Source: an optimization exercise on an open RTL-to-GDS flow (aim: small area). Production flows keep margins and buffers that such runs may drop. In this exercise RTL edits were held to simulation tests only and were not proved equivalent to the original. The clock port is modelled as an ideal driver; clocking choices that lean on that would not hold on a real chip. No activity file was given, so power comes from the tool's default toggle rates.

**flow/flow/gen_cells.py**
```python
#!/usr/bin/env python3
"""Write Verilog models of a Liberty file's cells.
usage: gen_cells.py LIB OUT_COMB [OUT_SEQ]
OUT_COMB: combinational cells (for techmap: their logic as assigns).
OUT_SEQ:  flip-flop models (for simulation only)."""
import re, sys

def blocks(text, start=0):
    """Yield (head, body) for each top-level 'name (args) { ... }' group in text."""
    i = start
    n = len(text)
    while i < n:
        m = re.compile(r'(\w+)\s*\(([^)]*)\)\s*\{').search(text, i)
        if not m:
            return
        depth = 1
        j = m.end()
        while depth and j < n:
            c = text[j]
            if c == '{':
                depth += 1
            elif c == '}':
                depth -= 1
            j += 1
        yield m.group(1), m.group(2).strip().strip('"'), text[m.end():j - 1]
        i = j

def attr(body, name):
    m = re.search(r'\b' + name + r'\s*:\s*"?([^";]*)"?\s*;', body)
    return m.group(1).strip() if m else None

def vexpr(f):
    f = f.replace('!', '~').replace('*', '&').replace('+', '|')
    # implicit AND written as a space between operands
    f = re.sub(r'([\w)])\s+(?=[~\w(])', r'\1 & ', f)
    return f

lib = open(sys.argv[1]).read()
libbody = next(blocks(lib))[2]
comb, seq = [], []
for kind, name, body in blocks(libbody):
    if kind != 'cell':
        continue
    if attr(body, 'dont_use') == 'true':
        pass
    inner = list(blocks(body))
    kinds = {k for k, _, _ in inner}
    pins = []
    for k, pname, pbody in inner:
        if k == 'pin':
            pins.append((pname, attr(pbody, 'direction'), attr(pbody, 'function'),
                         attr(pbody, 'three_state')))
    if not pins:
        continue
    ins = [p for p, d, _, _ in pins if d == 'input']
    outs = [(p, f) for p, d, f, t in pins if d == 'output']
    if any(t for _, _, _, t in pins):
        continue
    if kinds & {'ff', 'latch', 'statetable'}:
        ffb = [b for k, _, b in inner if k == 'ff']
        if not ffb or 'clkgate' in name or 'sdf' in name or 'dfbb' in name:
            continue
        b = ffb[0]
        nxt = vexpr(attr(b, 'next_state'))
        clk = attr(b, 'clocked_on')
        clr = attr(b, 'clear')
        pre = attr(b, 'preset')
        ev = ['posedge ' + clk] if not clk.startswith('!') else ['negedge ' + clk[1:]]
        body_v = []
        cond = []
        if clr:
            c = clr.strip()
            if c.startswith('!'):
                ev.append('negedge ' + c[1:]); body_v.append(f'if (!{c[1:]}) IQ <= 1\'b0;')
            else:
                ev.append('posedge ' + c); body_v.append(f'if ({c}) IQ <= 1\'b0;')
        if pre:
            c = pre.strip()
            kw = 'else if' if body_v else 'if'
            if c.startswith('!'):
                ev.append('negedge ' + c[1:]); body_v.append(f'{kw} (!{c[1:]}) IQ <= 1\'b1;')
            else:
                ev.append('posedge ' + c); body_v.append(f'{kw} ({c}) IQ <= 1\'b1;')
        body_v.append(('else ' if body_v else '') + f'IQ <= {nxt};')
        s = f'module {name} ({", ".join(ins + [o for o, _ in outs])});\n'
        s += ''.join(f'  input {p};\n' for p in ins)
        s += ''.join(f'  output {o};\n' for o, _ in outs)
        s += '  reg IQ;\n'
        s += f'  always @({" or ".join(ev)}) begin\n    ' + '\n    '.join(body_v) + '\n  end\n'
        for o, f in outs:
            s += f'  assign {o} = {vexpr(f).replace("IQ_N", "~IQ")};\n'
        s += 'endmodule\n'
        seq.append(s)
        continue
    if not outs or any(f is None for _, f in outs):
        continue
    s = f'module {name} ({", ".join(ins + [o for o, _ in outs])});\n'
    s += ''.join(f'  input {p};\n' for p in ins)
    s += ''.join(f'  output {o};\n' for o, _ in outs)
    for o, f in outs:
        s += f'  assign {o} = {vexpr(f)};\n'
    s += 'endmodule\n'
    comb.append(s)
open(sys.argv[2], 'w').write('\n'.join(comb))
if len(sys.argv) > 3:
    open(sys.argv[3], 'w').write('\n'.join(seq))
print(len(comb), 'combinational,', len(seq), 'sequential models')
```
**flow/design.v**
```verilog
module debounce (
    input wire clock,
    input wire rst,
    input wire ic,
    input wire key,
    output wire edge_o
);
    reg p, w, x;
    wire kk = key ^ p;
    always @(posedge clock) begin
        if (rst) begin
            p <= 1'b0; w <= 1'b0; x <= 1'b0;
        end else begin
            p <= p ^ (w & ic & kk);
            w <= ~ic & (w | kk) & ~(x & ~p);
            x <= w & ic & (kk | p);
        end
    end
    assign edge_o = p & x;
endmodule
module timebase (
    input  wire clock,
    input  wire rst,       
    input  wire rst_n,     
    input  wire first,     
    output wire pulse,     
    output reg  blink,     
    output wire intclock,  
    output wire dstep,     
    output wire [2:0] q    
);
    localparam [14:0] P15 = 15'b010101010101010;
    reg [14:0] sd;
    wire sd_low0 = (sd[13:0] == P15[13:0]);            
    always @(posedge clock) begin
        if (rst) sd <= P15;                             
        else     sd <= {~sd[13:0], ~(sd[14] ^ sd[13]) ^ sd_low0};
    end
    assign pulse = sd_low0 & ~sd[14] & ~first;
    localparam [14:0] BL_J = 15'd8486;
    localparam [14:0] BL_T = 15'd4251;
    localparam [14:0] BL_R = BL_T ^ P15;
    reg [14:0] bl;
    wire bl_hit = (bl[0] == BL_R[0]) & (bl[1] == BL_R[1]) & (bl[2] == BL_R[2]) &
                  (bl[3] == BL_R[3]) & (bl[5] == BL_R[5]) & (bl[6] == BL_R[6]) &
                  (bl[7] == BL_R[7]) & (bl[8] == BL_R[8]) & (bl[10] == BL_R[10]) &
                  (bl[12] == BL_R[12]) & (bl[14] == BL_R[14]);
    always @(posedge clock) begin
        if (rst) bl <= BL_J ^ P15;
        else     bl <= {~bl[13:0], bl[14] ^ bl[3]} ^ {10'd0, bl_hit, 4'd0};
    end
    always @(posedge clock) begin
        if (rst)         blink <= 1'b0;
        else if (bl_hit) blink <= ~blink;
    end
    reg [3:0] c15;
    reg       h;
    reg [2:0] dq;
    reg [3:0] c11;
    wire z = (c15 == 4'b1010);                          
    always @(posedge clock) begin
        if (rst) c15 <= 4'b1010;
        else     c15 <= {~c15[2:0], c15[3] ^ c15[2]};
    end
    reg [2:0] dq_next;
    always @(*) begin
        case (dq)
            3'b000:  dq_next = 3'b001;
            3'b001:  dq_next = 3'b110;
            3'b110:  dq_next = 3'b010;
            3'b010:  dq_next = 3'b011;
            3'b011:  dq_next = 3'b111;
            3'b111:  dq_next = 3'b100;
            3'b100:  dq_next = 3'b101;
            default: dq_next = 3'b000;
        endcase
    end
    always @(posedge clock) begin
        if (rst) begin
            h   <= 1'b0;
            dq  <= 3'b000;
            c11 <= 4'd0;
        end else if (z) begin
            h   <= ~h;
            if (h) dq <= dq_next;
            c11 <= (c11[3] & c11[1]) ? 4'd0 : c11 + 4'd1;
        end
    end
    assign intclock = h ^ c11[0] ^ ((c11 == 4'd0) & ~z);
    assign dstep = z & h;
    assign q = dq;
endmodule
module watch (
    input  wire clock,
    input  wire rst,
    input  wire pulse,
    input  wire cfg_e,
    input  wire inc_e,
    input  wire dec_e,
    output reg  [1:0] md,    
    output reg  [5:0] sb,
    output reg  [5:0] es,
    output reg  [5:0] mi,
    output reg  [4:0] hr
);
    always @(posedge clock) begin
        if (rst)        md <= 2'd3;
        else if (cfg_e) md <= md - 2'd1;
    end
    wire m_run = (md == 2'd3);
    wire m_eh  = (md == 2'd2);
    wire m_em  = (md == 2'd1);
    wire m_es  = (md == 2'd0);
    wire tick  = m_run & pulse;
    wire es59  = es[5] & es[4] & es[3] & es[1] & es[0];    
    wire mi59  = mi[5] & mi[4] & mi[3] & mi[1] & mi[0];    
    wire carry = tick & ~cfg_e & es59;
    reg  [1:0] fs;       
    always @(*) begin
        if (m_run) fs = carry ? (mi59 ? 2'd2 : 2'd1) : 2'd0;
        else       fs = md;
    end
    reg  [5:0] x;
    always @(*) begin
        case (fs)
            2'd0:    x = es;
            2'd1:    x = mi;
            default: x = {1'b0, hr};
        endcase
    end
    wire [5:0] lim = fs[1] ? 6'd23 : 6'd59;
    wire up = m_run | inc_e;
    wire xlim = fs[1] ? (x[4] & x[2] & x[1] & x[0]) : (x[5] & x[4] & x[3] & x[1] & x[0]);
    wire [5:0] xs = x + {{5{~up}}, 1'b1};
    wire [5:0] y = up ? (xlim ? 6'd0 : xs)
                      : ((x == 6'd0) ? lim : xs);
    wire ed = (inc_e | dec_e);
    always @(posedge clock) begin
        if (rst)                         es <= 6'd0;
        else if (tick & ~cfg_e)          es <= es59 ? 6'd0 : y;
        else if (m_es & ed & ~cfg_e)     es <= y;
    end
    always @(posedge clock) begin
        if (rst)                 sb <= 6'd0;
        else if (tick)           sb <= es59 ? 6'd0 : y;
        else if (m_es & cfg_e)   sb <= es;
    end
    always @(posedge clock) begin
        if (rst)                 mi <= 6'd0;
        else if (carry)          mi <= mi59 ? 6'd0 : y;
        else if (m_em & ed)      mi <= y;
    end
    always @(posedge clock) begin
        if (rst)                      hr <= 5'd0;
        else if ((carry & mi59) | (m_eh & ed)) hr <= y[4:0];
    end
endmodule
module dspl_drv (
    input  wire clock,
    input  wire disp_rst,
    input  wire dstep,
    input  wire [2:0] q,
    input  wire blink,
    input  wire [1:0] md,    
    input  wire [5:0] es, mi,
    input  wire [4:0] hr,
    output wire [7:0] an,
    output wire [7:0] dec_ddp
);
    wire [1:0] f = q[2:1];
    wire       t = q[0];
    reg  [5:0] fv;
    always @(*) begin
        case (f)
            2'b00:   fv = es;
            2'b01:   fv = mi;
            2'b10:   fv = {1'b0, hr};
            default: fv = 6'd0;
        endcase
    end
    wire [2:0] fv_t = (fv >= 6'd50) ? 3'd5 : (fv >= 6'd40) ? 3'd4 : (fv >= 6'd30) ? 3'd3 :
                      (fv >= 6'd20) ? 3'd2 : (fv >= 6'd10) ? 3'd1 : 3'd0;
    wire [5:0] fv_u = fv - {fv_t, 3'b000} - {1'b0, fv_t, 1'b0};
    wire [3:0] dig = t ? {1'b0, fv_t} : fv_u[3:0];
    wire fen = blink | (md != f);
    reg [3:0] sel;
    reg       en;
    always @(posedge clock or posedge disp_rst) begin
        if (disp_rst) begin
            sel  <= 4'd12;
            en   <= 1'b0;
        end else if (dstep) begin
            sel  <= dig;
            en   <= fen;
        end
    end
    assign an[0] = ~(en & (q == 3'b001));
    assign an[1] = ~(en & (q == 3'b110));
    assign an[2] = 1'b1;
    assign an[3] = ~(en & (q == 3'b011));
    assign an[4] = ~(en & (q == 3'b111));
    assign an[5] = 1'b1;
    assign an[6] = ~(en & (q == 3'b101));
    assign an[7] = ~(en & (q == 3'b000));
    reg [6:0] seg;
    always @(*) begin
        case (sel)
            4'd1: seg = 7'b1001111;
            4'd2: seg = 7'b0010010;
            4'd3: seg = 7'b0000110;
            4'd4: seg = 7'b1001100;
            4'd5: seg = 7'b0100100;
            4'd6: seg = 7'b0100000;
            4'd7: seg = 7'b0001111;
            4'd8: seg = 7'b0000000;
            4'd9: seg = 7'b0000100;
            default: seg = 7'b0000001;    
        endcase
    end
    assign dec_ddp = {seg, ~(sel[3] & sel[2])};
endmodule
module clock_top(
    input wire clock,
    input wire reset_i,
    input wire config_i,
    input wire increment_i,
    input wire decrement_i,
    output wire [15:0] LED,
    output wire [7:0] an,
    output wire [7:0] dec_ddp
);
    reg [2:0] rs;
    always @(posedge clock or negedge reset_i) begin
        if (!reset_i) rs <= 3'b000;
        else          rs <= {rs[1], rs[1] | rs[0], ~rs[2]};
    end
    wire rst_n    = rs[2];
    wire rst      = ~rs[2];
    wire disp_rst = ~rs[2] | rs[0];
    wire pulse, blink, intclock, dstep;
    wire [2:0] q;
    timebase u_tb (
        .clock(clock), .rst(rst), .rst_n(rst_n), .first(rs[0]),
        .pulse(pulse), .blink(blink), .intclock(intclock), .dstep(dstep), .q(q)
    );
    wire cfg_e, inc_e, dec_e;
    debounce u_dc (.clock(clock), .rst(rst), .ic(intclock), .key(config_i),    .edge_o(cfg_e));
    debounce u_di (.clock(clock), .rst(rst), .ic(intclock), .key(increment_i), .edge_o(inc_e));
    debounce u_dd (.clock(clock), .rst(rst), .ic(intclock), .key(decrement_i), .edge_o(dec_e));
    wire [1:0] md;
    wire [5:0] sb, es, mi;
    wire [4:0] hr;
    watch u_w (
        .clock(clock), .rst(rst), .pulse(pulse),
        .cfg_e(cfg_e), .inc_e(inc_e), .dec_e(dec_e),
        .md(md), .sb(sb), .es(es), .mi(mi), .hr(hr)
    );
    assign LED = {10'b0, sb};
    dspl_drv u_d (
        .clock(clock), .disp_rst(disp_rst), .dstep(dstep), .q(q), .blink(blink),
        .md(md), .es(es), .mi(mi), .hr(hr),
        .an(an), .dec_ddp(dec_ddp)
    );
endmodule
```
**flow/flow/abc_scripts.txt**
```
&get -n; &st; &deepsyn -T 20; &put; dch -f; amap
&get -n; &st; &deepsyn -T 20; &nf -a -R 1000; &put
&get -n; &st; &deepsyn -T 20; &put; dch -f; map -a; amap
&get -n; &st; &deepsyn -T 20; &put; dch -f; amap; &get -n; &st; &deepsyn -T 20; &put; dch -f; amap
&get -n; &st; &deepsyn -T 20 -S 11; &put; dch -f; amap
&get -n; &st; &deepsyn -T 20 -S 12; &put; dch -f; amap
&get -n; &st; &deepsyn -T 20 -S 13; &put; dch -f; amap
&get -n; &st; &deepsyn -T 20; &nf -a; &put
```
**flow/flow/run.sh**
```bash
#!/bin/bash
# Own layout flow:
#  1. the standard synthesis (standard.sh synth), unchanged;
#  2. the combinational logic between the registers is mapped again with
#     several area-oriented ABC scripts (abc_scripts.txt, one per line); every
#     register instance (name and cell) is kept. The smallest result that
#     Yosys proves equivalent to the standard netlist is used (if none is
#     proved, the standard netlist is used);
#  3. the standard layout (standard.sh finish) on that netlist, with the
#     port buffers made of buf_1 cells and the clock tree made by
#     manual_cts.tcl (4 clkbuf_8 leaf buffers driven by the clock port).
# Each tool writes its full output to a log file of its own here.
set -uo pipefail
W=$(pwd)
F=$W/flow
R=$W/orfs/results/$FLOW_PLATFORM/clock_top/base
LIB=$FLOW_HOME/platforms/$FLOW_PLATFORM/lib/sky130_fd_sc_hd__tt_025C_1v80.lib

bash standard.sh synth > $W/log_1_synth.log 2>&1 || exit 1
cp $R/1_2_yosys.v $W/std_netlist.v

python3 $F/gen_cells.py $LIB $W/cells_comb.v $W/cells_seq.v > $W/log_2_cells.log 2>&1

DU="-dont_use sky130_fd_sc_hd__probe_p_8 -dont_use sky130_fd_sc_hd__probec_p_8 -dont_use sky130_fd_sc_hd__lpflow_*"
i=0
while IFS= read -r line; do
  [[ -z "$line" ]] && continue
  i=$((i+1))
  echo "$line" | tr ';' '\n' > $W/reopt_$i.abc
  cat > $W/reopt_$i.ys <<EOF
read_liberty -lib $LIB
read_verilog $W/std_netlist.v
hierarchy -top $FLOW_TOP
techmap -map $W/cells_comb.v
opt_clean
techmap
opt -purge
abc -liberty $LIB $DU -script $W/reopt_$i.abc
opt_clean -purge
hilomap -singleton -hicell sky130_fd_sc_hd__conb_1 HI -locell sky130_fd_sc_hd__conb_1 LO
splitnets
opt_clean -purge
tee -o $W/reopt_$i.stat stat -liberty $LIB
write_verilog -noattr -nohex -nodec $W/reopt_$i.v
EOF
  timeout 300 yosys -s $W/reopt_$i.ys > $W/log_3_reopt_$i.log 2>&1 &
done < $F/abc_scripts.txt
wait

# candidates, smallest first
for f in $W/reopt_*.stat; do
  a=$(awk '/Chip area/ {print $NF}' $f)
  [[ -n "$a" ]] && echo "$a ${f%.stat}.v"
done | sort -g > $W/log_4_candidates.log

choice=""
while read -r a v; do
  [[ -s $v ]] || continue
  cat > $W/equiv.ys <<EOF
read_verilog $W/cells_comb.v
read_verilog $W/cells_seq.v
read_verilog $W/std_netlist.v
rename $FLOW_TOP gold
read_verilog $v
rename $FLOW_TOP gate
proc
flatten gold gate
opt_clean
async2sync
equiv_make gold gate eq
equiv_simple -seq 2 eq
equiv_induct eq
equiv_status -assert eq
EOF
  if timeout 600 yosys -s $W/equiv.ys > $W/log_5_equiv_$(basename $v .v).log 2>&1; then
    choice=$v
    break
  fi
done < $W/log_4_candidates.log

if [[ -n "$choice" ]]; then
  echo "using $choice (proved equivalent)" > $W/log_5_choice.log
  cp $choice $R/1_2_yosys.v
  rm -f $R/1_synth.odb $R/1_synth.sdc
else
  echo "no re-mapped netlist proved equivalent; using the standard one" > $W/log_5_choice.log
fi

bash standard.sh "BUFFER_PORTS_ARGS=-buffer_cell sky130_fd_sc_hd__buf_1" \
  "PRE_CTS_TCL=$F/manual_cts.tcl" CTS_LEAVES=4 CTS_LEAF_BUF=sky130_fd_sc_hd__clkbuf_8 CTS_BIG_BUF=sky130_fd_sc_hd__clkbuf_16 CTS_BIG_AT=18 \
  "CTS_ARGS=-sink_clustering_enable -repair_clock_nets -buf_list sky130_fd_sc_hd__clkbuf_8 -dont_use_dummy_load" \
  finish > $W/log_6_layout.log 2>&1
```
**flow/constraint.sdc**
```tcl
create_clock -name core_clock -period 10.0 [get_ports {clock}]
set_input_delay 2.0000 -clock core_clock [delete_from_list [all_inputs] [get_ports {clock}]]
set_output_delay 2.0000 -clock core_clock [all_outputs]
set_load 0.01 [all_outputs]
```
**flow/config.mk**
```make
export PLATFORM = sky130hd
export DESIGN_NAME = clock_top
export DESIGN_NICKNAME = clock_top
export VERILOG_FILES = /design/flow/design.v
export SDC_FILE = /design/flow/constraint.sdc
export NUM_CORES = 4
export LEC_CHECK = 0
export ABC_AREA = 1
export CAP_MARGIN = 20
export CORE_MARGIN = 2
export CORE_UTILIZATION = 40
export CTS_BUF_LIST = sky130_fd_sc_hd__clkbuf_8
export SLEW_MARGIN = 20
```
**flow/flow/manual_cts.tcl**
```tcl
# Clock tree made by hand, run before ORFS's clock_tree_synthesis (PRE_CTS_TCL):
# the registers are split into CTS_LEAVES groups by position (k-means), each
# group is driven by one buffer placed at its centre (CTS_BIG_BUF for a group
# of more than CTS_BIG_AT registers, else CTS_LEAF_BUF), and the
# clock port drives those buffers. The clock nets are then left out of
# clock_tree_synthesis, so it adds nothing; the rest of the CTS step
# (legalisation, timing repair) runs as usual.
set K $::env(CTS_LEAVES)
set BUF $::env(CTS_LEAF_BUF)
set block [ord::get_db_block]
set db [ord::get_db]
set clk [$block findNet clock]
set sinks {}
foreach it [$clk getITerms] {
  set inst [$it getInst]
  set bb [$inst getBBox]
  lappend sinks [list $it [expr {([$bb xMin] + [$bb xMax]) / 2}] [expr {([$bb yMin] + [$bb yMax]) / 2}]]
}
set n [llength $sinks]
puts "manual CTS: $n clock sinks, $K leaf buffers $BUF"
# k-means on the sink positions, seeded by sinks spread through the list
set sorted [lsort -real -index 1 $sinks]
set cent {}
for {set k 0} {$k < $K} {incr k} {
  set s [lindex $sorted [expr {(2 * $k + 1) * $n / (2 * $K)}]]
  lappend cent [list [lindex $s 1] [lindex $s 2]]
}
for {set iter 0} {$iter < 50} {incr iter} {
  set asg {}
  foreach s $sinks {
    set best 0
    set bd 1e18
    for {set k 0} {$k < $K} {incr k} {
      set c [lindex $cent $k]
      set d [expr {abs([lindex $s 1] - [lindex $c 0]) + abs([lindex $s 2] - [lindex $c 1])}]
      if {$d < $bd} { set bd $d; set best $k }
    }
    lappend asg $best
  }
  set newc {}
  for {set k 0} {$k < $K} {incr k} {
    set sx 0.0; set sy 0.0; set c 0
    foreach s $sinks a $asg {
      if {$a == $k} { set sx [expr {$sx + [lindex $s 1]}]; set sy [expr {$sy + [lindex $s 2]}]; incr c }
    }
    if {$c > 0} { lappend newc [list [expr {$sx / $c}] [expr {$sy / $c}]] } else { lappend newc [lindex $cent $k] }
  }
  set cent $newc
}
set BIG_BUF $::env(CTS_BIG_BUF)
set BIG_AT $::env(CTS_BIG_AT)
set skip [list clock]
for {set k 0} {$k < $K} {incr k} {
  set cnt 0
  foreach a $asg { if {$a == $k} { incr cnt } }
  # a larger buffer for a larger group
  set master [$db findMaster [expr {$cnt > $BIG_AT ? $BIG_BUF : $BUF}]]
  set inst [odb::dbInst_create $block $master "clkleaf_$k"]
  set net [odb::dbNet_create $block "clknet_leaf_$k"]
  $net setSigType CLOCK
  [$inst findITerm A] connect $clk
  [$inst findITerm X] connect $net
  set c [lindex $cent $k]
  $inst setLocation [expr {int([lindex $c 0])}] [expr {int([lindex $c 1])}]
  $inst setPlacementStatus PLACED
  set cnt 0
  foreach s $sinks a $asg {
    if {$a == $k} { set it [lindex $s 0]; $it disconnect; $it connect $net; incr cnt }
  }
  puts "manual CTS: clkleaf_$k ([$master getName]) drives $cnt sinks"
  lappend skip "clknet_leaf_$k"
}
set_cts_config -skip_nets $skip
```
**flow/standard.sh**
```bash
#!/bin/bash
# synth_recipe.tcl (not shown) runs the flow's synth.tcl, then flattens the netlist and writes it again
# the make line also repeats each setting of config.mk as NAME=value (left out here)
make -C /OpenROAD-flow-scripts/flow DESIGN_CONFIG=/design/flow/config.mk WORK_HOME=/design/flow/orfs CLKGATE_MAP_FILE= SYNTH_SCRIPT=/design/flow/synth_recipe.tcl "${@:-finish}"
```
==> summary.txt, run 1 <==
Outcome: no timing/DRC/antenna violations
Syn. warnings: 5
Register area: 1740 um2
Peak VDD IR: 0.0000919 V
Post-route ant nets: 0
Top delay family on crit path: simple AND/OR/NAND/NOR gates
Tmin final: 4.52 ns
Final non-filler cell total: 565
Setup WS pre-CTS: 5.59 ns
Chip height: 96.7 um
Mean post-synth cell area: 8.18 um2
Max stage delay cell, worst path: or4_1
Slew Viols, Final: 0
Final critical-path share of the clock period: 0.452
Die ar.: 9350 um2
Worst-path maximum fanout: 9
Static Leak: 1.40 nW
Setup bufs post-CTS: 0
Dpl cells: 561
Core ar.: 8260 um2
Setup Skew: 0.0145 ns
Vias per cell: 5.43
FMAX: 0.221 GHz
Slew @ Worst Pin: 0.873 ns
Unrepaired setup endpoints after global routing: no
Worst Path Arrival: 4.57 ns
Die Wd: 96.7 um
Initial antenna violation count: 0
Vias in the first global route: 2765
Global-route wire length before repair: 13300 um
Crit path kind: reg2reg
Most Frequent Cell on Critical Path: nor2_1
Routed wire length: 7780 um
Hold Crit Class: reg2async
Resize count post-CTS: 0
Drt drc: 0
Syn Std Cell Area: 3440 um2
Post-CTS Hold Buffers: 0
Slew HR: 0.418
PD cells: 127 nW/um2
CP endpoint kind: flop
Vias: 3068
HPWL Detailed: 5950 um
Pin count of the biggest net entering global routing: 29
Worst Setup Start Kind: flop
I/O Buffers: 24
Clk_lat worst skew: 0.16 ns
Final-report setup violation count: 0
1st-iter DRT viols: 153
Diode count: 0
Initial Utilization: 0.416
Layout cells sized above 1: 0.0174
Routability Congestion: 0.883
Num rows: 33
Setup TNS: 0 ns
Ports: 37
Worst path bufs/invs: 2
Worst Path Required: 10.05 ns
Fin util: 0.459
Multi-input gate area: 1520 um2
Syn Inst Count: 420
GRT Overall Usage: 0.162
Slack of the critical path: 5.48 ns
Total gr overflow: 0
Critical Path, Cell by Cell: nor4bb_1 > nand4_1 > or4_1 > nor2_1 > clkinv_1 > nor2_1 > nand2_1 > nor2_1 > a21oi_1 > clkinv_1 > nor2_1 > nand2_1 > o221ai_1 > or2_0 > or3_1 > nor2_1 > nor2_1 > o21ai_0 > o21ai_0 > o21a_1
MaxCap Viol Count: 0
Fin nets: 467
DRT Pass-1 Iters: 4
DR WL/cell: 13.8 um
Clock input transition at the sequential cells of the worst setup and hold paths: 0.10 ns
Final hold vios: 0
Crit-path max cell delay: 0.44 ns
Syn-to-layout area delta: 10.2%
Fillers: 838
[worst register-to-register path: cells and delay by family, from the launching register on]
| kind | cells | cell delay, ns |
|---|---|---|
| AO/OA/AOI/OAI | 5 | 1.05 |
| buffers and inverters | 2 | 0.31 |
| AND/OR/NAND/NOR | 13 | 2.70 |
| flip-flops | 1 | 0.35 |
[registers in the layout, summed over array words and instances (netlist names), named ones only]
| signal | cells |
|---|---|
| u_tb.bl | 15 |
| u_tb.sd | 15 |
| u_w.es | 6 |
| u_w.mi | 6 |
| u_w.sb | 6 |
| u_w.hr | 5 |
| u_d.sel | 4 |
| u_tb.c11 | 4 |
| u_tb.c15 | 4 |
| rs | 3 |
| u_tb.dq | 2 |
| u_w.md | 2 |
| u_d.en | 1 |
| u_dc.w | 1 |
| u_dc.x | 1 |
| u_dd.w | 1 |
| u_dd.x | 1 |
| u_di.w | 1 |
| u_di.x | 1 |
| u_tb.blink | 1 |
| u_tb.h | 1 |
[power by group]
group                     switching, W  internal (W)  leakage, nW    total, W
logic                       0.00000315   0.000000797        0.650  0.00000395
registers      0.000000000000000000222      0.000339        0.713    0.000339
clock network                0.0000817     0.0000554       0.0390    0.000137
[final cells by class]
| type | count | area share |
|---|---|---|
| buffer | 4 | 0.0205 |
| tap | 105 | 0.0347 |
| inverter | 57 | 0.0565 |
| sequential | 85 | 0.461 |
| multi-input combinational | 288 | 0.400 |
| timing repair buffer | 26 | 0.0278 |
[cell usage in the layout, fill, tap and decap left out, types with 2 or more instances in the layout]
cell	n
o32ai_1	3
a221oi_1	2
a31oi_1	4
nor2_1	70
o41ai_1	2
o221ai_1	5
dfstp_2	2
o21ai_0	25
nor3_1	13
a211oi_1	10
o22ai_1	23
buf_4	2
nand2_1	39
nand3_1	20
dfxtp_1	77
buf_1	24
conb_1	12
clkinv_1	57
nand4_1	2
clkbuf_16	2
a222oi_1	6
a21oi_1	14
dfrtp_1	6
or2_0	7
or3_1	4
o21a_1	4
and3_1	2
clkbuf_8	2
or4_1	2
a22oi_1	6
[path summary, 6_finish.rpt]
| check | endpoint | slack, ns | from | depth (start not counted) |
|---|---|---|---|---|
| max | u_w.sb[4] | 5.48 | u_tb.sd[13] | 20 |
| min | u_d.en | 0.34 | rs[0] | 1 |
| max reg2reg | u_w.sb[4] | 5.48 | u_tb.sd[13] | 20 |
| min reg2reg | u_d.en | 0.34 | rs[0] | 1 |
| max in group asynchronous | rs[1] | 8.24 | reset_i | 1 |
| min in group core_clock | u_tb.bl[12] | 0.37 | u_tb.bl[11] | 1 |
[routing by layer]
metal  up-vias  GRT usage  wire length (um)
li1       1562          -                 -
met1      1433      0.241              3940
met2        65      0.265              3410
met3         8    0.00939               311
met4         0     0.0238               125
met5         -          0                 0
[metrics by stage]
stage / hold slack (ns) / instance area (um2) / power (W)
after CTS: 0.342 / 3790 / 0.000456
after floorplan: 0.230 / 3470 / 0.000349
final: 0.343 / 3790 / 0.000480
after global placement: 0.324 / 3710 / 0.000350
after global routing: 0.390 / 3790 / 0.000498
after detailed placement: 0.340 / 3710 / 0.000350
==> run 2, diff against run 1 <==
--- a/flow/flow/run.sh
+++ b/flow/flow/run.sh
@@ -45,4 +45,6 @@
 EOF
   timeout 300 yosys -s $W/reopt_$i.ys > $W/log_3_reopt_$i.log 2>&1 &
+  # at most NUM_CORES at a time (ABC's time limits are wall-clock)
+  while (( $(jobs -rp | wc -l) >= ${NUM_CORES:-4} )); do sleep 1; done
 done < $F/abc_scripts.txt
 wait
--- a/flow/flow/abc_scripts.txt
+++ b/flow/flow/abc_scripts.txt
@@ -7,2 +7,10 @@
 &get -n; &st; &deepsyn -T 20 -S 13; &put; dch -f; amap
 &get -n; &st; &deepsyn -T 20; &nf -a; &put
+&get -n; &st; &deepsyn -T 20 -S 14; &put; dch -f; amap
+&get -n; &st; &deepsyn -T 20 -S 15; &put; dch -f; amap
+&get -n; &st; &deepsyn -T 20 -S 16; &put; dch -f; amap
+&get -n; &st; &deepsyn -T 20 -S 17; &put; dch -f; amap
+&get -n; &st; &deepsyn -T 20 -S 18; &nf -a -R 1000; &put
+&get -n; &st; &deepsyn -T 20 -S 19; &nf -a -R 1000; &put
+&get -n; &st; &deepsyn -T 20 -S 20; &put; dch -f; map -a; amap
+&get -n; &st; &deepsyn -T 20 -S 21; &put; dch -f; map -a; amap
==> run 2 against run 1 <==
  * Register-to-register slack better by 0.15 ns
  * Routed wire length shrank 4.7%
  * Fmax grew 3.5%
  * Die area fell by 0.53%
  * Flip-flop and latch count did not move
  * Total power up 0.12%
  * Synthesized cell count is 4.8% lower
  * Cell area is 0.50% lower
  * Largest cell class unchanged
==> summary.txt, run 2 <==
Setup bufs post-CTS: 0
MaxCap Viol Count: 0
Global-route wire length before repair: 12500 um
Initial Utilization: 0.414
Clk_lat worst skew: 0.16 ns
Worst Path Required: 10.04 ns
Crit-path max cell delay: 0.60 ns
Setup Skew: 0.0217 ns
Worst path bufs/invs: 0
Vias: 2975
Vias in the first global route: 2594
Final hold vios: 0
R2r setup slk: 5.63 ns
Dpl cells: 541
Worst-path maximum fanout: 11
Commonest non-fill, non-tap cell in the layout: dfxtp_1
Outcome: no timing/DRC/antenna violations
Hold Crit Class: reg2reg
Final Instance Area: 3770 um2
Crit path kind: reg2reg
Clock input transition at the sequential cells of the worst setup and hold paths: 0.10 ns
I/O Buffers: 24
Num rows: 33
Pin count of the biggest net entering global routing: 31
Mean post-synth cell area: 8.54 um2
Slew @ Worst Pin: 0.927 ns
Critical Path, Cell by Cell: nor4b_1 > nand4b_1 > or4_1 > nor3_1 > nand3_1 > o21a_1 > and3_1 > a221oi_1 > nand2_1 > o21ai_0 > o21a_1 > o21ai_0 > o21ai_0 > a21oi_1 > a32o_1
Layout cells sized above 1: 0.0182
GRT Overall Usage: 0.161
Vias per cell: 5.46
Routability Congestion: 0.907
Post-route ant nets: 0
Final non-filler cell total: 545
Drt drc: 0
Diode count: 0
Setup TNS: 0 ns
Tmin final: 4.37 ns
Final-report setup violation count: 0
Worst Setup Start Kind: flop
Slew HR: 0.376
HPWL Detailed: 5490 um
DR WL/cell: 13.6 um
Fin util: 0.456
Unrepaired setup endpoints after global routing: no
Post-CTS Hold Buffers: 0
Peak VDD IR: 0.0000764 V
R2R Path Start: u_tb.sd[8]
Post-DP Area: 3690 um2
DRT Pass-1 Iters: 5
PD cells: 127 nW/um2
Routed wire length: 7420 um
1st-iter DRT viols: 185
CP endpoint kind: flop
Reg2Reg Depth: 15
FMAX: 0.229 GHz
Commonest cells after routing, fill and taps aside: dfxtp_1 (77), nand2_1 (62), nor2_1 (56)
Resize count post-CTS: 0
Static Leak: 1.44 nW
Largest registers: u_tb.bl: 15 flops, u_tb.sd: 15 flops
Hold Startpoint: u_tb.bl[11]
Worst reg2reg path endpoint: u_w.es[5]
Total gr overflow: 0
Fin nets: 447
Worst Path Arrival: 4.41 ns
Syn-to-layout area delta: 10.3%
Syn Inst Count: 400
Hold depth: 1
Core ar.: 8260 um2
Slack of the critical path: 5.63 ns
Top delay family on crit path: simple AND/OR/NAND/NOR gates
Max stage delay cell, worst path: or4_1
Most Frequent Cell on Critical Path: o21ai_0
Syn. warnings: 5
Syn Std Cell Area: 3420 um2
Initial antenna violation count: 0
Slew Viols, Final: 0
Die ar.: 9300 um2
Die Wd: 96.4 um
Hold Path End: u_tb.bl[12]
Ports: 37
Chip height: 96.4 um
Setup WS pre-CTS: 5.74 ns
Final critical-path share of the clock period: 0.437
-- run 2: final cells by class --
cell class	instances	area, um2
timing repair buffer	26	105
tap	105	131
fill	847	4490
inverter	14	52.6
sequential	85	1740
buffer	4	77.6
multi-input combinational	311	1660
-- run 2: worst max-delay path by stage --
stage	slack (ns)	to	cells past startpoint	start
after floorplan	6.31	u_w.es[5]	16	u_tb.sd[0]
after global placement	5.97	u_w.es[5]	16	u_tb.sd[0]
after detailed placement	5.74	u_w.es[5]	15	u_tb.sd[8]
after CTS	5.74	u_w.es[5]	15	u_tb.sd[8]
after global routing	5.25	u_w.es[5]	15	u_tb.sd[8]
final	5.63	u_w.es[5]	15	u_tb.sd[8]
-- run 2: routing by layer --
layer	track usage	wire length, um	vias to the layer above
li1	-	-	1503
met1	0.230	3550	1368
met2	0.269	3340	97
met3	0.0186	449	7
met4	0.0188	81	0
met5	0	0	-
-- run 2: report_power, final --
| group | internal (W) | leakage, nW | total, W | switching [W] |
|---|---|---|---|---|
| Combinational | 0.000000758 | 0.690 | 0.00000391 | 0.00000315 |
| Clock | 0.0000554 | 0.0390 | 0.000138 | 0.0000822 |
| Sequential | 0.000339 | 0.713 | 0.000339 | 0.000000000000000000323 |
-- run 2: stage by stage --
stage	power (W)	hold WS, ns
3_3_place_gp	0.000350	0.360
4_1_cts	0.000456	0.362
6_report	0.000480	0.381
3_5_place_dp	0.000350	0.360
5_1_grt	0.000500	0.397
2_1_floorplan	0.000349	0.248
==> run 3, diff against run 2 <==
--- a/flow/design.v
+++ b/flow/design.v
@@ -22,5 +22,4 @@
     input  wire clock,
     input  wire rst,       
-    input  wire rst_n,     
     input  wire first,     
     output wire pulse,     
@@ -235,5 +234,4 @@
         else          rs <= {rs[1], rs[1] | rs[0], ~rs[2]};
     end
-    wire rst_n    = rs[2];
     wire rst      = ~rs[2];
     wire disp_rst = ~rs[2] | rs[0];
@@ -241,5 +239,5 @@
     wire [2:0] q;
     timebase u_tb (
-        .clock(clock), .rst(rst), .rst_n(rst_n), .first(rs[0]),
+        .clock(clock), .rst(rst), .first(rs[0]),
         .pulse(pulse), .blink(blink), .intclock(intclock), .dstep(dstep), .q(q)
     );
--- a/flow/config.mk
+++ b/flow/config.mk
@@ -9,5 +9,5 @@
 export CAP_MARGIN = 20
 export CORE_MARGIN = 2
-export CORE_UTILIZATION = 40
+export CORE_UTILIZATION = 65
 export CTS_BUF_LIST = sky130_fd_sc_hd__clkbuf_8
 export SLEW_MARGIN = 20
==> run 3 against run 2 <==
  * Die area shrank 37%
  * Sequential power is essentially flat
  * Hold slack lost 0.029 ns
  * Critical path type unchanged
  * Global-route usage grew 9.5 points
  * First-iteration DRC count grew 110%
==> summary.txt, run 3 <==
Initial antenna violation count: 0
Syn. warnings: 5
Core ar.: 5070 um2
PD cells: 128 nW/um2
Hold Crit Class: reg2async
Reg2Reg Depth: 16
R2R Path Start: u_tb.sd[0]
Vias in the first global route: 2736
Most Frequent Cell on Critical Path: o21ai_0
Final hold vios: 0
Slew HR: 0.381
1st-iter DRT viols: 381
Worst Setup Start Kind: flop
Worst reg2reg path endpoint: u_w.es[5]
Resize count post-CTS: 0
Die ar.: 5850 um2
Top delay family on crit path: simple AND/OR/NAND/NOR gates
I/O Buffers: 24
Crit-path max cell delay: 0.61 ns
MaxCap Viol Count: 0
Drt drc: 0
Routability Congestion: 0.948
Total gr overflow: 0
Worst path bufs/invs: 0
R2r setup slk: 5.75 ns
Max stage delay cell, worst path: or4_1
Post-CTS Hold Buffers: 0
Fin util: 0.734
DRT Pass-1 Iters: 6
DR WL/cell: 14.8 um
Routed wire length: 7570 um
Multi-input gate area: 1660 um2
Layout cells sized above 1: 0.0182
Setup WS pre-CTS: 5.84 ns
Syn Inst Count: 400
Mean post-synth cell area: 8.54 um2
Vias per cell: 6.06
Fin nets: 447
Static Leak: 1.44 nW
HPWL Detailed: 5560 um
Critical Path, Cell by Cell: nand4b_1 > nor4_1 > nand4b_1 > or4_1 > nor3_1 > nand3_1 > o21a_1 > and3_1 > a221oi_1 > nand2_1 > o21ai_0 > o21a_1 > o21ai_0 > o21ai_0 > a21oi_1 > a32o_1
Clock input transition at the sequential cells of the worst setup and hold paths: 0.11 ns
Worst Path Required: 10.06 ns
Final critical-path share of the clock period: 0.425
Num rows: 26
Post-route ant nets: 0
Dpl cells: 506
Worst Path Arrival: 4.30 ns
Setup Skew: 0.0282 ns
CP endpoint kind: flop
Outcome: no timing/DRC/antenna violations
Diode count: 0
Chip height: 76.5 um
Global-route wire length before repair: 12700 um
Setup bufs post-CTS: 0
Slew @ Worst Pin: 0.921 ns
Commonest cells after routing, fill and taps aside: dfxtp_1 (77), nand2_1 (62), nor2_1 (56)
Syn Std Cell Area: 3420 um2
Crit path kind: reg2reg
Unrepaired setup endpoints after global routing: no
Slew Viols, Final: 0
GRT Overall Usage: 0.256
Final non-filler cell total: 510
FMAX: 0.235 GHz
Clk_lat worst skew: 0.17 ns
Tmin final: 4.25 ns
Fillers: 406
Worst-path maximum fanout: 11
Register area: 1740 um2
Slack of the critical path: 5.75 ns
Die Wd: 76.5 um
Largest registers: u_tb.bl: 15 flops, u_tb.sd: 15 flops
Pin count of the biggest net entering global routing: 35
Peak VDD IR: 0.000141 V
Commonest non-fill, non-tap cell in the layout: dfxtp_1
Vias: 3092
Final-report setup violation count: 0
Setup TNS: 0 ns
Syn-to-layout area delta: 9.01%
Ports: 37
Hold slack final: 0.352 ns
Initial Utilization: 0.673
-- run 3: how the worst max path moves through the flow --
stage               cells past startpoint        end       start
floorplan                              16  u_w.es[5]  u_tb.sd[0]
CTS                                    16  u_w.es[5]  u_tb.sd[0]
detailed placement                     16  u_w.es[5]  u_tb.sd[0]
finish                                 16  u_w.es[5]  u_tb.sd[0]
global placement                       16  u_w.es[5]  u_tb.sd[0]
global route                           16  u_w.es[5]  u_tb.sd[0]
-- run 3: power by group --
group	total (W)	internal (W)	leakage (nW)	switching [W]
clock	0.000135	0.0000553	0.0390	0.0000798
combinational	0.00000392	0.000000759	0.690	0.00000317
sequential	0.000339	0.000339	0.713	0.000000000000000000346
total	0.000478	0.000395	1.44	0.0000830
-- run 3: metal layers --
| metal | part of all wire | GRT usage | wire length [um] |
|---|---|---|---|
| met5 | 0 | 0 | 0 |
| met4 | 0.010 | 0.0400 | 79 |
| met3 | 0.074 | 0.0273 | 562 |
| met2 | 0.48 | 0.430 | 3610 |
| met1 | 0.44 | 0.366 | 3320 |
-- run 3: final cells by class --
cell class | instances | area share
Buffer | 4 | 0.0208
Inverter | 14 | 0.0141
Multi-Input combinational cell | 311 | 0.445
Sequential cell | 85 | 0.468
Tap cell | 70 | 0.0235
Timing Repair Buffer | 26 | 0.0282
-- run 3: worst register-to-register path: stages (launching register included) --
cell and delay, ns:
dfxtp_1 0.32, nand4b_1 0.16, nor4_1 0.22, nand4b_1 0.18, or4_1 0.61, nor3_1 0.34
nand3_1 0.20, o21a_1 0.26, and3_1 0.21, a221oi_1 0.45, nand2_1 0.13, o21ai_0 0.28
o21a_1 0.20, o21ai_0 0.12, o21ai_0 0.16, a21oi_1 0.09, a32o_1 0.24
-- run 3: stage by stage --
| stage | area (um2) | power, W |
|---|---|---|
| floorplan | 3450 | 0.000349 |
| global placement | 3650 | 0.000350 |
| detailed placement | 3650 | 0.000350 |
| CTS | 3720 | 0.000456 |
| global route | 3720 | 0.000491 |
| finish | 3720 | 0.000478 |
==> run 4, diff against run 3 <==
--- a/flow/config.mk
+++ b/flow/config.mk
@@ -9,5 +9,5 @@
 export CAP_MARGIN = 20
 export CORE_MARGIN = 2
-export CORE_UTILIZATION = 65
+export CORE_UTILIZATION = 40
 export CTS_BUF_LIST = sky130_fd_sc_hd__clkbuf_8
 export SLEW_MARGIN = 20
==> run 4 against run 3 <==
  * Final cell count grew 6.9%
  * Clock skew is 0.0064 ns lower
  * First-iteration DRC count shrank 51%
  * Core utilization is 28 points lower
  * Critical path depth down 1
  * Sequential power hardly changed
  * Clock power is essentially flat
  * Setup slack got worse by 0.12 ns
  * Flip-flop and latch count is the same
  * Total power grew 0.51%
  * Critical endpoint unchanged
  * Largest cell class unchanged
  * Largest power group unchanged
==> summary.txt, run 4 <==
Initial Utilization: 0.414
Worst Setup Start Kind: flop
Final hold vios: 0
Setup TNS: 0 ns
PD cells: 127 nW/um2
Pin count of the biggest net entering global routing: 31
Fillers: 847
Vias per cell: 5.46
Hold depth: 1
DRT Pass-1 Iters: 5
Register area: 1740 um2
Routed wire length: 7420 um
Clock input transition at the sequential cells of the worst setup and hold paths: 0.10 ns
Multi-input gate area: 1660 um2
Most Frequent Cell on Critical Path: o21ai_0
Final-report setup violation count: 0
Global-route wire length before repair: 12500 um
Worst Path Required: 10.04 ns
Slew Viols, Final: 0
1st-iter DRT viols: 185
Core ar.: 8260 um2
Syn Inst Count: 400
Unrepaired setup endpoints after global routing: no
Total gr overflow: 0
Max stage delay cell, worst path: or4_1
Ports: 37
Mean post-synth cell area: 8.54 um2
Fin nets: 447
Static Leak: 1.44 nW
Overall power: 0.000480 W
Reg2Reg Depth: 15
Largest registers: u_tb.bl: 15 flops, u_tb.sd: 15 flops
Drt drc: 0
Layout cells sized above 1: 0.0182
Num rows: 33
Post-route ant nets: 0
Worst Setup SP: u_tb.sd[8]
Chip height: 96.4 um
FMAX: 0.229 GHz
Diode count: 0
Setup Skew: 0.0217 ns
MaxCap Viol Count: 0
Outcome: no timing/DRC/antenna violations
Resize count post-CTS: 0
Commonest non-fill, non-tap cell in the layout: dfxtp_1
R2r setup slk: 5.63 ns
CP endpoint kind: flop
Initial antenna violation count: 0
Vias: 2975
Die Wd: 96.4 um
Crit path kind: reg2reg
Setup bufs post-CTS: 0
HPWL Detailed: 5490 um
Routability Congestion: 0.907
Syn Std Cell Area: 3420 um2
Syn. warnings: 5
Crit-path max cell delay: 0.60 ns
Slew HR: 0.376
Critical Path, Cell by Cell: nor4b_1 > nand4b_1 > or4_1 > nor3_1 > nand3_1 > o21a_1 > and3_1 > a221oi_1 > nand2_1 > o21ai_0 > o21a_1 > o21ai_0 > o21ai_0 > a21oi_1 > a32o_1
Post-CTS Hold Buffers: 0
Die ar.: 9300 um2
Worst-path maximum fanout: 11
DR WL/cell: 13.6 um
Vias in the first global route: 2594
Worst Path Arrival: 4.41 ns
Tmin final: 4.37 ns
R2R Path Start: u_tb.sd[8]
I/O Buffers: 24
Final critical-path share of the clock period: 0.437
Syn-to-layout area delta: 10.3%
Hold Startpoint: u_tb.bl[11]
Clk_lat worst skew: 0.16 ns
Commonest cells after routing, fill and taps aside: dfxtp_1 (77), nand2_1 (62), nor2_1 (56)
Hold Crit Class: reg2reg
GRT Overall Usage: 0.161
Peak VDD IR: 0.0000764 V
Slew @ Worst Pin: 0.927 ns
run 4: worst max-delay path: cells and delay by family (launching register included):
family	cells	cell delay (ns)
simple gates	7	2.13
compound gates	8	1.79
flops	1	0.33
run 4: metrics by stage:
| step | cell area (um2) | instances | hold WS, ns | util | worst slack (ns) |
|---|---|---|---|---|---|
| floorplan | 3450 | 410 | 0.248 | - | 6.31 |
| global placement | 3690 | 541 | 0.360 | 0.447 | 5.97 |
| detailed placement | 3690 | 541 | 0.360 | 0.447 | 5.74 |
| CTS | 3770 | 545 | 0.362 | 0.456 | 5.74 |
| global route | 3770 | 545 | 0.397 | 0.456 | 5.25 |
| finish | 3770 | 545 | 0.381 | 0.456 | 5.63 |
run 4: metal layers:
layer	GRT usage	routed length [um]	part of all wire	up-vias
li1	-	-	-	1503
met1	0.230	3550	0.48	1368
met2	0.269	3340	0.45	97
met3	0.0186	449	0.061	7
met4	0.0188	81	0.011	0
met5	0	0	0	-
run 4: final cells by class:
cell class / count / share of cell area
flip-flops and latches: 85 / 0.463
multi-input cells: 311 / 0.440
well taps: 105 / 0.0349
repair buffers: 26 / 0.0279
plain buffers: 4 / 0.0206
inverters: 14 / 0.0139
run 4: final timing paths:
kind,to
worst max-delay path,u_w.es[5]
worst min-delay path,u_tb.bl[12]
worst max register to register,u_w.es[5]
worst min register to register,u_tb.bl[12]
max in group asynchronous,u_d.en
min in group asynchronous,u_d.sel[0]
run 4: power by group:
group | switching [W] | leakage, nW | total [W] | internal (W)
Combinational | 0.00000315 | 0.690 | 0.00000391 | 0.000000758
Sequential | 0.000000000000000000323 | 0.713 | 0.000339 | 0.000339
Clock | 0.0000822 | 0.0390 | 0.000138 | 0.0000554
Total | 0.0000854 | 1.44 | 0.000480 | 0.000395
==> run 5, diff against run 4 <==
--- a/flow/flow/run.sh
+++ b/flow/flow/run.sh
@@ -90,5 +90,5 @@
 
 bash standard.sh "BUFFER_PORTS_ARGS=-buffer_cell sky130_fd_sc_hd__buf_1" \
-  "PRE_CTS_TCL=$F/manual_cts.tcl" CTS_LEAVES=4 CTS_LEAF_BUF=sky130_fd_sc_hd__clkbuf_8 CTS_BIG_BUF=sky130_fd_sc_hd__clkbuf_16 CTS_BIG_AT=18 \
+  "PRE_CTS_TCL=$F/manual_cts.tcl" CTS_LEAVES=4 CTS_LEAF_BUF=sky130_fd_sc_hd__clkbuf_8 CTS_BIG_BUF=sky130_fd_sc_hd__clkbuf_16 CTS_BIG_AT=30 \
   "CTS_ARGS=-sink_clustering_enable -repair_clock_nets -buf_list sky130_fd_sc_hd__clkbuf_8 -dont_use_dummy_load" \
   finish > $W/log_6_layout.log 2>&1
--- a/flow/config.mk
+++ b/flow/config.mk
@@ -9,5 +9,5 @@
 export CAP_MARGIN = 20
 export CORE_MARGIN = 2
-export CORE_UTILIZATION = 40
+export CORE_UTILIZATION = 65
 export CTS_BUF_LIST = sky130_fd_sc_hd__clkbuf_8
 export SLEW_MARGIN = 20
==> run 5 against run 4 <==
  * Cell area shrank 1.5%
  * Critical endpoint unchanged
  * Hold slack lost 0.022 ns
  * Setup slack gained 0.11 ns
  * Final cell count shrank 6.4%
  * Sequential power is essentially flat
==> summary.txt, run 5 <==
Outcome: no timing/DRC/antenna violations
Routability Congestion: 0.948
MaxCap Viol Count: 0
Num rows: 26
Slew HR: 0.368
Setup Skew: 0.0287 ns
1st-iter DRT viols: 382
Routed wire length: 7530 um
Peak VDD IR: 0.000125 V
Setup bufs post-CTS: 0
FMAX: 0.235 GHz
Chip height: 76.5 um
Layout cells sized above 1: 0.0182
Slew Viols, Final: 0
Drt drc: 0
R2r setup slk: 5.74 ns
Unrepaired setup endpoints after global routing: no
DRT Pass-1 Iters: 8
Hold Crit Class: reg2async
Ports: 37
Syn Std Cell Area: 3420 um2
Slew @ Worst Pin: 0.940 ns
Slack of the critical path: 5.74 ns
Multi-input gate area: 1660 um2
Post-route ant nets: 0
Vias per cell: 6.03
Worst Path Arrival: 4.31 ns
Worst-path maximum fanout: 11
Syn. warnings: 5
Final hold vios: 0
Fin util: 0.732
I/O Buffers: 24
Initial antenna violation count: 0
Setup WS pre-CTS: 5.84 ns
Setup TNS: 0 ns
Final-report setup violation count: 0
Mean post-synth cell area: 8.54 um2
Static Leak: 1.44 nW
Initial Utilization: 0.673
Global-route wire length before repair: 12700 um
Vias in the first global route: 2729
HPWL Detailed: 5560 um
Die Wd: 76.5 um
Commonest non-fill, non-tap cell in the layout: dfxtp_1
Met2 wire len: 3620 um
Final critical-path share of the clock period: 0.426
Syn-to-layout area delta: 8.68%
Vias: 3077
Core ar.: 5070 um2
Die ar.: 5850 um2
Tmin final: 4.26 ns
Fin nets: 447
Fillers: 407
Worst Setup Start Kind: flop
Diode count: 0
Syn Inst Count: 400
Largest registers: u_tb.bl: 15 flops, u_tb.sd: 15 flops
M1 WL: 3310 um
GRT Overall Usage: 0.255
Total gr overflow: 0
Register area: 1740 um2
Worst Path Required: 10.05 ns
Top Layer Used: met4
PD cells: 126 nW/um2
Post-CTS Hold Buffers: 0
Resize count post-CTS: 0
Crit path kind: reg2reg
Commonest cells after routing, fill and taps aside: dfxtp_1 (77), nand2_1 (62), nor2_1 (56)
DR WL/cell: 14.8 um
CP endpoint kind: flop
Met3 WL: 501 um
Clk_lat worst skew: 0.17 ns
Pin count of the biggest net entering global routing: 35
Clock input transition at the sequential cells of the worst setup and hold paths: 0.12 ns
-- run 5: layer usage --
metal / vias up / global-route usage
met5: - / 0
met4: 0 / 0.0400
met3: 14 / 0.0273
met2: 124 / 0.429
met1: 1437 / 0.365
li1: 1502 / -
-- run 5: path summary, 6_finish.rpt --
check	from	endpoint	cells past startpoint
min reg2reg	rs[0]	u_d.sel[0]	1
max in group asynchronous	reset_i	rs[0]	1
min in group core_clock	u_tb.bl[13]	u_tb.bl[14]	1
max reg2reg	u_tb.sd[0]	u_w.es[5]	16
max	u_tb.sd[0]	u_w.es[5]	16
min	rs[0]	u_d.sel[0]	1
-- run 5: cell type report --
class / instances / area share
buffer: 4 / 0.0179
inverter: 14 / 0.0142
multi-input combinational: 311 / 0.446
sequential: 85 / 0.470
tap: 70 / 0.0236
timing repair buffer: 26 / 0.0283
-- run 5: report_power, final --
group	switching, W	leakage, nW	internal, W
registers	0.000000000000000000342	0.713	0.000339
clock network	0.0000798	0.0339	0.0000465
logic	0.00000317	0.690	0.000000759
total	0.0000829	1.44	0.000386
-- run 5: stage by stage --
stage,hold slack [ns],total power [W],instance area (um2),cells
4_1_cts,0.360,0.000447,3710,510
2_1_floorplan,0.248,0.000349,3450,410
3_5_place_dp,0.360,0.000350,3650,506
3_3_place_gp,0.332,0.000350,3650,506
5_1_grt,0.400,0.000483,3710,510
6_report,0.358,0.000469,3710,510
-- run 5: critical path, cell delays in order, from the launching register on --
cell and delay, ns:
dfxtp_1 0.33, nand4b_1 0.16, nor4_1 0.23, nand4b_1 0.18, or4_1 0.59, nor3_1 0.33
nand3_1 0.21, o21a_1 0.26, and3_1 0.21, a221oi_1 0.44, nand2_1 0.13, o21ai_0 0.26
o21a_1 0.19, o21ai_0 0.11, o21ai_0 0.16, a21oi_1 0.09, a32o_1 0.24
==> run 6, diff against run 5 <==
--- a/flow/design.v
+++ b/flow/design.v
@@ -202,20 +202,13 @@
     assign an[6] = ~(en & (q == 3'b101));
     assign an[7] = ~(en & (q == 3'b000));
-    reg [6:0] seg;
-    always @(*) begin
-        case (sel)
-            4'd1: seg = 7'b1001111;
-            4'd2: seg = 7'b0010010;
-            4'd3: seg = 7'b0000110;
-            4'd4: seg = 7'b1001100;
-            4'd5: seg = 7'b0100100;
-            4'd6: seg = 7'b0100000;
-            4'd7: seg = 7'b0001111;
-            4'd8: seg = 7'b0000000;
-            4'd9: seg = 7'b0000100;
-            default: seg = 7'b0000001;    
-        endcase
-    end
-    assign dec_ddp = {seg, ~(sel[3] & sel[2])};
+    wire A = sel[3], B = sel[2], C = sel[1], D = sel[0];
+    wire s_a = ~A & ~C & (B ^ D);
+    wire s_b = B & (C ^ D);
+    wire s_c = ~B & C & ~D;
+    wire s_d = s_a | (B & C & D);
+    wire s_e = D | (~A & B & ~C);
+    wire s_f = (C & (~B | D)) | (~A & ~B & D);
+    wire s_g = (~A & ~B & ~C) | (B & C & D) | (A & B);
+    assign dec_ddp = {s_a, s_b, s_c, s_d, s_e, s_f, s_g, ~(A & B)};
 endmodule
 module clock_top(
--- a/flow/flow/run.sh
+++ b/flow/flow/run.sh
@@ -90,5 +90,5 @@
 
 bash standard.sh "BUFFER_PORTS_ARGS=-buffer_cell sky130_fd_sc_hd__buf_1" \
-  "PRE_CTS_TCL=$F/manual_cts.tcl" CTS_LEAVES=4 CTS_LEAF_BUF=sky130_fd_sc_hd__clkbuf_8 CTS_BIG_BUF=sky130_fd_sc_hd__clkbuf_16 CTS_BIG_AT=30 \
+  "PRE_CTS_TCL=$F/manual_cts.tcl" CTS_LEAVES=4 CTS_LEAF_BUF=sky130_fd_sc_hd__clkbuf_8 CTS_BIG_BUF=sky130_fd_sc_hd__clkbuf_16 CTS_BIG_AT=18 \
   "CTS_ARGS=-sink_clustering_enable -repair_clock_nets -buf_list sky130_fd_sc_hd__clkbuf_8 -dont_use_dummy_load" \
   finish > $W/log_6_layout.log 2>&1
--- a/flow/config.mk
+++ b/flow/config.mk
@@ -9,5 +9,5 @@
 export CAP_MARGIN = 20
 export CORE_MARGIN = 2
-export CORE_UTILIZATION = 65
+export CORE_UTILIZATION = 40
 export CTS_BUF_LIST = sky130_fd_sc_hd__clkbuf_8
 export SLEW_MARGIN = 20
==> run 6 against run 5 <==
  * Global-route usage fell by 9.2 points
  * Hold slack got worse by 0.00071 ns
  * Fmax fell by 3.3%
  * Final cell count rose by 8.8%
  * Core utilization fell by 28 points
  * Via count fell by 3.0%
  * Critical path depth rose by 2
  * Setup slack got worse by 0.14 ns
  * Total power rose by 4.1%
  * Largest cell class unchanged
  * Largest power group unchanged
  * Highest routed layer unchanged
==> summary.txt, run 6 <==
1st-iter DRT viols: 177
Chip height: 96.3 um
Setup TNS: 0 ns
Reg2Reg Depth: 18
Setup Skew: 0.0181 ns
Mean post-synth cell area: 8.30 um2
FMAX: 0.227 GHz
Slew Viols, Final: 0
Hold slack final: 0.358 ns
Resize count post-CTS: 0
Routability Congestion: 0.894
Fin nets: 457
Final hold vios: 0
Fillers: 802
Routed wire length: 7340 um
Worst Setup Start Kind: flop
Crit path kind: reg2reg
DR WL/cell: 13.2 um
Unrepaired setup endpoints after global routing: no
I/O Buffers: 24
Final critical-path share of the clock period: 0.440
Total gr overflow: 0
Drt drc: 0
Final non-filler cell total: 555
Layout cells sized above 1: 0.0156
Syn Std Cell Area: 3410 um2
Final-report setup violation count: 0
HPWL Detailed: 5570 um
Fin util: 0.456
PD cells: 130 nW/um2
Setup bufs post-CTS: 0
CP endpoint kind: flop
Overall power: 0.000488 W
Syn Inst Count: 411
Worst Setup SP: u_tb.sd[8]
MaxCap Viol Count: 0
Commonest non-fill, non-tap cell in the layout: dfxtp_1
Global-route wire length before repair: 12600 um
Hold Crit Class: reg2async
Commonest cells after routing, fill and taps aside: dfxtp_1 (77), nor2_1 (68), clkinv_1 (53)
Num rows: 33
Worst reg2reg path endpoint: u_w.sb[3]
Multi-input gate area: 1500 um2
Die Wd: 96.3 um
Clock input transition at the sequential cells of the worst setup and hold paths: 0.10 ns
Static Leak: 1.41 nW
Slew HR: 0.485
Vias: 2985
Tmin final: 4.40 ns
Core ar.: 8260 um2
R2R Path Start: u_tb.sd[8]
Syn. warnings: 5
Outcome: no timing/DRC/antenna violations
Syn-to-layout area delta: 10.4%
Dpl cells: 551
Worst-path maximum fanout: 6
Vias in the first global route: 2754
DRT Pass-1 Iters: 5
Worst Path Required: 10.04 ns
Largest registers: u_tb.bl: 15 flops, u_tb.sd: 15 flops
Post-route ant nets: 0
Diode count: 0
Die ar.: 9280 um2
Slew @ Worst Pin: 0.772 ns
Worst Path Arrival: 4.44 ns
Ports: 37
Register area: 1740 um2
Vias per cell: 5.38
Pin count of the biggest net entering global routing: 29
R2r setup slk: 5.60 ns
Initial Utilization: 0.413
Clk_lat worst skew: 0.16 ns
Initial antenna violation count: 0
GRT Overall Usage: 0.163
Peak VDD IR: 0.000115 V
Post-CTS Hold Buffers: 0
==> run 6: worst max-delay path, cell delays in order, from the launching register on <==
cell and delay, ns:
dfxtp_1 0.33, nor4b_1 0.31, nand4b_1 0.12, nor3_1 0.29
nand4_1 0.27, nor3_1 0.36, nand2_1 0.12, nor2_1 0.17
a21oi_1 0.10, clkinv_1 0.12, nor2_1 0.11, a222oi_1 0.52
nand3_1 0.22, nor3b_1 0.30, o22a_1 0.20, nand2_1 0.09
o2111ai_1 0.37, o21ai_0 0.13, o221a_1 0.13
==> run 6: final cells by class <==
| cell class | instances | area share |
|---|---|---|
| Buffer | 4 | 0.0236 |
| Multi-Input combinational cell | 283 | 0.399 |
| Inverter | 53 | 0.0528 |
| Sequential cell | 85 | 0.463 |
| Timing Repair Buffer | 25 | 0.0259 |
| Tap cell | 105 | 0.0349 |
==> run 6: per-stage QoR <==
| stage | setup slack, ns | area, um2 |
|---|---|---|
| after floorplan | 6.36 | 3450 |
| after global placement | 5.96 | 3680 |
| after detailed placement | 5.73 | 3680 |
| after CTS | 5.71 | 3760 |
| after global routing | 5.20 | 3760 |
| final | 5.60 | 3760 |
==> run 6: metal layers <==
| metal | GRT usage | vias to the layer above | wire [um] |
|---|---|---|---|
| li1 | - | 1529 | - |
| met5 | 0 | - | 0 |
| met1 | 0.240 | 1390 | 3600 |
| met4 | 0.0305 | 0 | 135 |
| met3 | 0.0133 | 13 | 234 |
| met2 | 0.264 | 53 | 3370 |
==> run 6: power by group <==
group | total [W] | switching (W) | internal, W
logic | 0.00000387 | 0.00000325 | 0.000000616
registers | 0.000339 | 0.000000000000000000225 | 0.000339
clock network | 0.000146 | 0.0000817 | 0.0000641
==> run 6: how the worst max path moves through the flow <==
stage | slack, ns | end
2_1_floorplan | 6.36 | u_w.sb[3]
3_3_place_gp | 5.96 | u_w.sb[3]
3_5_place_dp | 5.73 | u_w.sb[3]
4_1_cts | 5.71 | u_w.sb[3]
5_1_grt | 5.20 | u_w.sb[3]
6_report | 5.60 | u_w.sb[3]
==> run 7, diff against run 6 <==
--- a/flow/design.v
+++ b/flow/design.v
@@ -178,8 +178,44 @@
         endcase
     end
-    wire [2:0] fv_t = (fv >= 6'd50) ? 3'd5 : (fv >= 6'd40) ? 3'd4 : (fv >= 6'd30) ? 3'd3 :
-                      (fv >= 6'd20) ? 3'd2 : (fv >= 6'd10) ? 3'd1 : 3'd0;
-    wire [5:0] fv_u = fv - {fv_t, 3'b000} - {1'b0, fv_t, 1'b0};
-    wire [3:0] dig = t ? {1'b0, fv_t} : fv_u[3:0];
+    reg [2:0] fv_t;
+    reg [2:0] fv_r;
+    always @(*) begin
+        case (fv[5:1])
+            5'd0: begin fv_t = 3'd0; fv_r = 3'd0; end
+            5'd1: begin fv_t = 3'd0; fv_r = 3'd1; end
+            5'd2: begin fv_t = 3'd0; fv_r = 3'd2; end
+            5'd3: begin fv_t = 3'd0; fv_r = 3'd3; end
+            5'd4: begin fv_t = 3'd0; fv_r = 3'd4; end
+            5'd5: begin fv_t = 3'd1; fv_r = 3'd0; end
+            5'd6: begin fv_t = 3'd1; fv_r = 3'd1; end
+            5'd7: begin fv_t = 3'd1; fv_r = 3'd2; end
+            5'd8: begin fv_t = 3'd1; fv_r = 3'd3; end
+            5'd9: begin fv_t = 3'd1; fv_r = 3'd4; end
+            5'd10: begin fv_t = 3'd2; fv_r = 3'd0; end
+            5'd11: begin fv_t = 3'd2; fv_r = 3'd1; end
+            5'd12: begin fv_t = 3'd2; fv_r = 3'd2; end
+            5'd13: begin fv_t = 3'd2; fv_r = 3'd3; end
+            5'd14: begin fv_t = 3'd2; fv_r = 3'd4; end
+            5'd15: begin fv_t = 3'd3; fv_r = 3'd0; end
+            5'd16: begin fv_t = 3'd3; fv_r = 3'd1; end
+            5'd17: begin fv_t = 3'd3; fv_r = 3'd2; end
+            5'd18: begin fv_t = 3'd3; fv_r = 3'd3; end
+            5'd19: begin fv_t = 3'd3; fv_r = 3'd4; end
+            5'd20: begin fv_t = 3'd4; fv_r = 3'd0; end
+            5'd21: begin fv_t = 3'd4; fv_r = 3'd1; end
+            5'd22: begin fv_t = 3'd4; fv_r = 3'd2; end
+            5'd23: begin fv_t = 3'd4; fv_r = 3'd3; end
+            5'd24: begin fv_t = 3'd4; fv_r = 3'd4; end
+            5'd25: begin fv_t = 3'd5; fv_r = 3'd0; end
+            5'd26: begin fv_t = 3'd5; fv_r = 3'd1; end
+            5'd27: begin fv_t = 3'd5; fv_r = 3'd2; end
+            5'd28: begin fv_t = 3'd5; fv_r = 3'd3; end
+            5'd29: begin fv_t = 3'd5; fv_r = 3'd4; end
+            5'd30: begin fv_t = 3'd5; fv_r = 3'd0; end
+            5'd31: begin fv_t = 3'd5; fv_r = 3'd1; end
+            default: begin fv_t = 3'd0; fv_r = 3'd0; end
+        endcase
+    end
+    wire [3:0] dig = t ? {1'b0, fv_t} : {fv_r, fv[0]};
     wire fen = blink | (md != f);
     reg [3:0] sel;
==> run 7 against run 6 <==
  * Still clean on timing, DRC and antenna
  * Critical path depth decreased by 2
  * Fmax decreased by 2.1%
  * Via count increased by 0.77%
  * Synthesized area decreased by 0.37%
  * Final cell count increased by 0.54%
  * First-iteration DRC count decreased by 12%
  * Register-to-register slack got worse by 0.097 ns
  * Clock skew decreased by 0.0032 ns
  * Largest cell class unchanged
  * Highest routed layer unchanged
==> summary.txt, run 7 <==
Routed wire length: 7540 um
Max stage delay cell, worst path: or4_1
Crit path kind: reg2reg
DRT Pass-1 Iters: 4
Vias per cell: 5.39
Tmin final: 4.50 ns
Vias: 3008
Initial Utilization: 0.413
Pin count of the biggest net entering global routing: 35
Drt drc: 0
Setup WS pre-CTS: 5.59 ns
Fin nets: 460
Vias in the first global route: 2655
Reg2Reg Depth: 16
Syn Inst Count: 414
Ports: 37
Mean post-synth cell area: 8.21 um2
Worst Path Required: 10.04 ns
Final critical-path share of the clock period: 0.450
Global-route wire length before repair: 12600 um
Worst Setup Start Kind: flop
I/O Buffers: 24
Final hold vios: 0
Fin util: 0.455
Slew @ Worst Pin: 0.708 ns
Peak VDD IR: 0.0000794 V
PD cells: 128 nW/um2
1st-iter DRT viols: 156
Register area: 1740 um2
Clk_lat worst skew: 0.16 ns
Slew HR: 0.528
Routability Congestion: 0.909
Outcome: no timing/DRC/antenna violations
Clock input transition at the sequential cells of the worst setup and hold paths: 0.10 ns
Syn. warnings: 5
Multi-input gate area: 1500 um2
Worst path bufs/invs: 2
Static Leak: 1.40 nW
Hold Crit Class: reg2async
Total gr overflow: 0
Initial antenna violation count: 0
Largest registers: u_tb.bl: 15 flops, u_tb.sd: 15 flops
Crit-path max cell delay: 0.54 ns
Commonest cells after routing, fill and taps aside: dfxtp_1 (77), nor2_1 (77), clkinv_1 (52)
Most Frequent Cell on Critical Path: nor2_1
Cell depth of the worst setup path: 16
Unrepaired setup endpoints after global routing: no
Die Wd: 96.2 um
Setup Skew: 0.0149 ns
Top delay family on crit path: simple AND/OR/NAND/NOR gates
Core ar.: 8220 um2
Syn-to-layout area delta: 10.1%
MaxCap Viol Count: 0
Post-CTS Hold Buffers: 0
Chip height: 96.2 um
Post-route ant nets: 0
Layout cells sized above 1: 0.0155
Final-report setup violation count: 0
Syn Std Cell Area: 3400 um2
Setup bufs post-CTS: 0
Fillers: 867
Diode count: 0
DR WL/cell: 13.5 um
Slack of the critical path: 5.50 ns
Num rows: 33
Worst-path maximum fanout: 8
Resize count post-CTS: 0
GRT Overall Usage: 0.165
Worst Path Arrival: 4.53 ns
FMAX: 0.222 GHz
Die ar.: 9250 um2
HPWL Detailed: 5720 um
CP endpoint kind: flop
Slew Viols, Final: 0
Critical Path, Cell by Cell: clkinv_1 > or4_1 > nor2_1 > nand4_1 > nor3_1 > o21bai_1 > nor2_1 > a222oi_1 > nand2_1 > or2_0 > o21ai_0 > o21ai_0 > nor2_1 > clkinv_1 > o221ai_1 > o221ai_1
Setup TNS: 0 ns
[run 7: worst register-to-register path, cell delays in order (launching register included)]
cell and delay [ns]:
dfxtp_1 0.46, clkinv_1 0.16, or4_1 0.55, nor2_1 0.20, nand4_1 0.18, nor3_1 0.28, o21bai_1 0.32, nor2_1 0.17
a222oi_1 0.52, nand2_1 0.13, or2_0 0.29, o21ai_0 0.22, o21ai_0 0.18, nor2_1 0.18, clkinv_1 0.08, o221ai_1 0.28
o221ai_1 0.18
[run 7: area by class of cell]
| type | count | area share |
|---|---|---|
| buffer | 4 | 0.0207 |
| inverter | 52 | 0.0522 |
| multi-input combinational | 287 | 0.400 |
| sequential | 85 | 0.466 |
| tap | 105 | 0.0351 |
| timing repair buffer | 25 | 0.0261 |
[run 7: metrics by stage]
stage          instances  cell area [um2]  hold slack [ns]  total power (W)
6_report             558             3740            0.357         0.000481
3_5_place_dp         554             3660            0.353         0.000350
4_1_cts              558             3740            0.355         0.000456
3_3_place_gp         554             3660            0.350         0.000350
5_1_grt              558             3740            0.399         0.000501
2_1_floorplan        424             3430            0.230         0.000349
[run 7: worst paths after layout]
| path | slack, ns | endpoint | from |
|---|---|---|---|
| max | 5.50 | u_w.sb[5] | u_w.md[0] |
| min | 0.36 | u_d.en | rs[0] |
| max reg2reg | 5.50 | u_w.sb[5] | u_w.md[0] |
| min reg2reg | 0.36 | u_d.en | rs[0] |
| max in group asynchronous | 8.17 | rs[1] | reset_i |
| min in group core_clock | 0.38 | u_tb.bl[12] | u_tb.bl[11] |
[run 7: power breakdown]
group                    switching [W]  leakage [nW]  internal, W   total (W)
Clock                        0.0000826        0.0390    0.0000554    0.000138
Combinational               0.00000326         0.650  0.000000640  0.00000390
Sequential     0.000000000000000000221         0.713     0.000339    0.000339
Total                        0.0000859          1.40     0.000395    0.000481
[run 7: routing by layer]
metal,share of wire,global-route usage
met1,0.51,0.246
met2,0.44,0.269
met3,0.039,0.0125
met4,0.011,0.0155
met5,0,0
